This design comes from an exercise in tuning for small area, a short achievable clock period and few clock cycles on the open sky130 flow, not from production work.
Only simulation tests tie the RTL to the original design; equivalence was not proved.
Power is estimated from default activity; no workload was simulated.

## the baseline
// alu
module alu(
    input clk,
    input rst,
    input start,
    input [31:0] A,
    input [31:0] B,
    input [2:0] ALUop,
    output reg [31:0] Result,
    output reg done
);
clock: 18.0 ns
lec_check: 0
cap_margin: 20
core_margin: 2
core_utilization: 40
slew_margin: 20
run.sh (not shown) runs the stock make flow with config.mk's settings and CLKGATE_MAP_FILE= SYNTH_SCRIPT=/design/flow/synth_recipe.tcl, a recipe that flattens the netlist after the stock synthesis.
The baseline completed every stage of the flow, and the final layout passed the timing, design-rule and antenna checks.
Testbench counts of the baseline, summed over its fixed seeds: cycles 4,605.
What the candidate does differently from the baseline at the input level:
==> flow/flow/run.sh (new file) <==
#!/bin/bash
# The standard ORFS layout, with repair_timing asked to leave extra setup
# slack so that it shortens the paths the 18 ns clock never pressures.
# The clock period and all constraints stay those of the design.
set -euo pipefail
bash standard.sh SETUP_SLACK_MARGIN=11.5 finish > standard_flow.log 2>&1
==> flow/standard.sh (new file) <==
#!/bin/bash
# synth_recipe.tcl (not shown) runs the flow's synth.tcl, then flattens the netlist and writes it again
# the make line also repeats each setting of config.mk as NAME=value (left out here)
make -C /OpenROAD-flow-scripts/flow DESIGN_CONFIG=/design/flow/config.mk WORK_HOME=/design/flow/orfs CLKGATE_MAP_FILE= SYNTH_SCRIPT=/design/flow/synth_recipe.tcl "${@:-finish}"
removed: flow/run.sh
--- outcome ---
Fraction of the mapped netlist area in compound gates: the candidate vs the baseline identical. Lower fraction of area in non-clock buffers among the baseline and the candidate: the baseline. The clock skew of the candidate is lower than that of the baseline. The candidate vs the baseline, busiest layer in global routing: met2 vs met1. On critical path depth: between the baseline and the candidate, it ends up lower for the candidate. Going from the baseline to the candidate, sum of net half-perimeters after detailed placement saw an increase, final critical-path required period saw a decrease, first-pass iteration count of the detailed router saw an increase. Total power: the candidate above the baseline. In the reports for the baseline and the candidate, the larger count of placed standard cells in the final layout, fillers left out belongs to the candidate. As far as CTS sink count goes, the candidate and the baseline are indistinguishable; the numbers are identical.

* * *

Another version of the RTL of alu (not shown whole).
Size: roughly 1100 cells after synthesis, about 0.0078 mm^2 of cells after synthesis.
Settings: LEC_CHECK=0, CAP_MARGIN=20, CORE_MARGIN=2, CORE_UTILIZATION=50, SLEW_MARGIN=20; clock period 18.0 ns.
standard.sh (not shown) runs the stock make flow with config.mk's settings and CLKGATE_MAP_FILE= SYNTH_SCRIPT=/design/flow/synth_recipe.tcl, a recipe that flattens the netlist after the stock synthesis.
==> flow/flow/run.sh <==
#!/bin/bash
# The standard ORFS layout with two changes in how it is made (the clock
# period and all constraints stay those of the design):
#  - every port still gets a buffer, but a plain buf_1 instead of the
#    larger delay buffer buffer_ports picks by itself; the resizer upsizes
#    the ones on critical paths;
#  - repair_timing is asked to leave extra setup slack, so that it shortens
#    the paths that the 18 ns clock never pressures.
set -euo pipefail
bash standard.sh "BUFFER_PORTS_ARGS=-buffer_cell sky130_fd_sc_hd__buf_1" \
    SETUP_SLACK_MARGIN=11 finish > standard_flow.log 2>&1
Testbench counts at the start, summed over its fixed seeds: cycles 4,341.
Edit:
--- a/flow/config.mk
+++ b/flow/config.mk
@@ -10 +10 @@
-export CORE_UTILIZATION = 50
+export CORE_UTILIZATION = 40
After rerunning:
- fmax stays flat
- synthesized area stays the same
- power drops by a few percent
- wire length climbs by a few percent
- design area climbs slightly
- clock-buffer cell count climbs by 3
- die area climbs by a quarter to a third
Edit:
--- a/flow/flow/run.sh
+++ b/flow/flow/run.sh
@@ -11 +11 @@
-    SETUP_SLACK_MARGIN=11 finish > standard_flow.log 2>&1
+    SETUP_SLACK_MARGIN=10.5 finish > standard_flow.log 2>&1
Outcome:
- final cell count barely changes
- power goes up by 3.8%
- global-route usage goes up by 0.31 points
- synthesized cell count does not change
Edit:
--- a/flow/flow/run.sh
+++ b/flow/flow/run.sh
@@ -11 +11 @@
-    SETUP_SLACK_MARGIN=10.5 finish > standard_flow.log 2>&1
+    SETUP_SLACK_MARGIN=11.5 finish > standard_flow.log 2>&1
After rerunning: Worst setup slack gains 570 ps; routed wire length came out higher by 7.0%; sequential power stays flat; sequential cell count is unchanged; design area came out higher by 11%; core utilization came out higher by 4.8 points; final cell count came out higher by 3.8%; count of clock-buffer cells in the layout came out higher by 3.

* * *

The RTL this note starts from:
==> flow/design.v <==
module adder(
    input  [31:0] a,
    input  [31:0] b,
    input         cin,
    output [31:0] sum,
    output        cout
);
    wire [31:0] p = a ^ b;
    wire [31:0] g = a & b;
    wire [31:0] g0 = {g[31:1], g[0] | (p[0] & cin)};
    wire [31:0] g1, p1, g2, p2, g3, p3, g4, p4, g5, p5;
    sklansky_level #(0) l0(.gi(g0), .pi(p),  .go(g1), .po(p1));
    sklansky_level #(1) l1(.gi(g1), .pi(p1), .go(g2), .po(p2));
    sklansky_level #(2) l2(.gi(g2), .pi(p2), .go(g3), .po(p3));
    sklansky_level #(3) l3(.gi(g3), .pi(p3), .go(g4), .po(p4));
    sklansky_level #(4) l4(.gi(g4), .pi(p4), .go(g5), .po(p5));
    assign sum  = p ^ {g5[30:0], cin};
    assign cout = g5[31];
endmodule
module sklansky_level #(parameter L = 0) (
    input  [31:0] gi,
    input  [31:0] pi,
    output [31:0] go,
    output [31:0] po
);
    genvar i;
    generate
        for (i = 0; i < 32; i = i + 1) begin : bt
            if ((i >> L) & 1) begin : comb
                localparam integer J = ((i >> L) << L) - 1;
                assign go[i] = gi[i] | (pi[i] & gi[J]);
                assign po[i] = pi[i] & pi[J];
            end else begin : pass
                assign go[i] = gi[i];
                assign po[i] = pi[i];
            end
        end
    endgenerate
endmodule
module alu(
    input clk,
    input rst,
    input start,
    input [31:0] A,
    input [31:0] B,
    input [2:0] ALUop,
    output reg [31:0] Result,
    output reg done
);
    reg        busy;    
    reg        a_lt_b;   
    reg  [4:0] cnt;     
    reg        abit;    
    wire mod_start = start & (ALUop == 3'd7) & ~busy;
    wire        inv   = busy | ~ALUop[0] | ALUop[1];
    wire        xsel  = ~busy | a_lt_b;
    wire [31:0] x     = xsel ? A : {Result[30:0], abit};
    wire [31:0] y     = inv ? ~B : B;
    wire [31:0] sum;
    wire        carry;                    
    adder add0(.a(x), .b(y), .cin(inv), .sum(sum), .cout(carry));
    wire        ge    = (Result[31] | carry) & ~a_lt_b;
    wire [31:0] bm;
    genvar k;
    generate
        for (k = 0; k < 32; k = k + 1) begin : smear
            assign bm[k] = |B[31:k];
        end
    endgenerate
    wire lt4  = &(~A[31:4]  | bm[28:1]);
    wire lt8  = &(~A[31:8]  | bm[24:1]);
    wire lt12 = &(~A[31:12] | bm[20:1]);
    wire lt16 = &(~A[31:16] | bm[16:1]);
    reg [31:0] r0;
    reg [4:0]  j0;
    reg        a0;
    always @(*) begin
        if (lt4)       begin r0 = {4'd0,  A[31:4]};  j0 = 5'd3;  a0 = A[3];  end
        else if (lt8)  begin r0 = {8'd0,  A[31:8]};  j0 = 5'd7;  a0 = A[7];  end
        else if (lt12) begin r0 = {12'd0, A[31:12]}; j0 = 5'd11; a0 = A[11]; end
        else if (lt16) begin r0 = {16'd0, A[31:16]}; j0 = 5'd15; a0 = A[15]; end
        else           begin r0 = 32'd0;             j0 = 5'd31; a0 = A[31]; end
    end
    wire        last = a_lt_b | (cnt == 5'd0);
    wire [4:0]  cnt_m1 = cnt - 5'd1;
    reg [31:0] res_next;
    always @(*) begin
        if (busy)
            res_next = ge ? sum : x;
        else case (ALUop)
            3'd0: res_next = A & B;
            3'd1: res_next = A | B;
            3'd2: res_next = A ^ B;
            3'd3: res_next = ~(A | B);
            3'd4: res_next = {31'd0, ~carry};
            3'd5: res_next = sum;
            3'd6: res_next = sum;
            default: res_next = r0;
        endcase
    end
    always @(posedge clk) begin
        Result <= res_next;
        if (busy) begin
            cnt  <= cnt_m1;
            abit <= A[cnt_m1];
        end else begin
            cnt  <= j0;
            abit <= a0;
            a_lt_b <= ~carry;
        end
        if (rst) begin
            busy <= 1'b0;
            done <= 1'b0;
        end else begin
            done <= busy & last;
            if (mod_start)
                busy <= 1'b1;
            else if (busy & last)
                busy <= 1'b0;
        end
    end
endmodule
Settings: LEC_CHECK=0, CAP_MARGIN=20, CORE_MARGIN=2, CORE_UTILIZATION=40, SLEW_MARGIN=20; clock period 18.0 ns.
==> flow/flow/run.sh <==
#!/bin/bash
# The standard ORFS layout with these changes in how it is made (the clock
# period and all constraints stay those of the design):
#  - Yosys maps the adder logic through ABC instead of onto the library's
#    full/half adder cells (ADDER_MAP_FILE empty); registers are unchanged;
#  - every port still gets a buffer, but a plain buf_1 instead of the
#    larger delay buffer buffer_ports picks by itself; the resizer upsizes
#    the ones on critical paths;
#  - repair_timing is asked to leave extra setup slack, so that it shortens
#    the paths that the 18 ns clock never pressures.
set -euo pipefail
bash standard.sh "ADDER_MAP_FILE=" "BUFFER_PORTS_ARGS=-buffer_cell sky130_fd_sc_hd__buf_1" \
    SETUP_SLACK_MARGIN=11.5 finish > standard_flow.log 2>&1
The baseline finished with timing, DRC and antenna clean.
Testbench counts at the start, summed over its fixed seeds: cycles 4,341.
Then changed:
==> flow/flow/run.sh (replaced) <==
#!/bin/bash
# The standard ORFS layout with two changes in how it is made (the clock
# period and all constraints stay those of the design):
#  - every port still gets a buffer, but a plain buf_1 instead of the
#    larger delay buffer buffer_ports picks by itself; the resizer upsizes
#    the ones on critical paths;
#  - repair_timing is asked to leave extra setup slack, so that it shortens
#    the paths that the 18 ns clock never pressures.
set -euo pipefail
bash standard.sh "BUFFER_PORTS_ARGS=-buffer_cell sky130_fd_sc_hd__buf_1" \
    SETUP_SLACK_MARGIN=11.5 finish > standard_flow.log 2>&1
Result: Total power shrinks by 5.7%. Via count went down by 18%. Critical path depth grows by 1. Fmax rises by 0.50%. Worst hold slack improves by 0.040 ns. Sequential cell count does not change. Count of clock-buffer cells in the layout grows by 1. Sequential share of layout area goes up by 1.2 points. Wire length goes down by 15%. Final area shrinks by 14%.

what the ideal ports hide:
Ports are ideal in the flow. The routed layouts listed here were re-timed in OpenROAD.
Step 1 (the two cells are an assumption about what drives the block):
set clk [get_ports {clk}]
set_driving_cell -lib_cell sky130_fd_sc_hd__clkbuf_16 $clk
set_driving_cell -lib_cell sky130_fd_sc_hd__buf_2 [delete_from_list [all_inputs] $clk]
Step 2 times the ports against the registers' clock, not the clock port: input delays grow and output delays shrink by t, the midpoint of the rising clock arrivals with the driver on.
a / b / c = no drivers / after step 1 / after step 2; a / b = the first two.
run	t (ns)	slack for setup (ns)	hold slack, ns	slew at the worst register clock pin (ns)	pins driven straight from the clock port
the baseline	0.349	9.812 / 9.827 / 9.478	0.665 / 0.665 / 0.665	0.08 / 0.08	1
the candidate	0.349	11.338 / 11.279 / 10.930	0.643 / 0.643 / 0.643	0.07 / 0.07	1
the first run of note 2	0.342	11.142 / 11.162 / 10.820	0.626 / 0.626 / 0.626	0.07 / 0.07	1
the second run of note 2	0.346	11.146 / 11.152 / 10.806	0.633 / 0.633 / 0.633	0.07 / 0.07	1
the third run of note 2	0.342	10.930 / 10.950 / 10.608	0.627 / 0.627 / 0.627	0.07 / 0.07	1
the fourth run of note 2	0.346	11.502 / 11.505 / 11.159	0.638 / 0.638 / 0.638	0.07 / 0.07	1
the first run of note 3	0.359	11.185 / 11.121 / 10.762	0.619 / 0.619 / 0.619	0.08 / 0.08	1
the second run of note 3	0.336	11.219 / 11.219 / 10.883	0.659 / 0.659 / 0.659	0.07 / 0.07	1
After both steps every run listed still meets setup and hold. For the first run of note 3, which loses most, drivers alone change the setup slack by -0.064 ns; drivers and shift together by -0.423 ns.
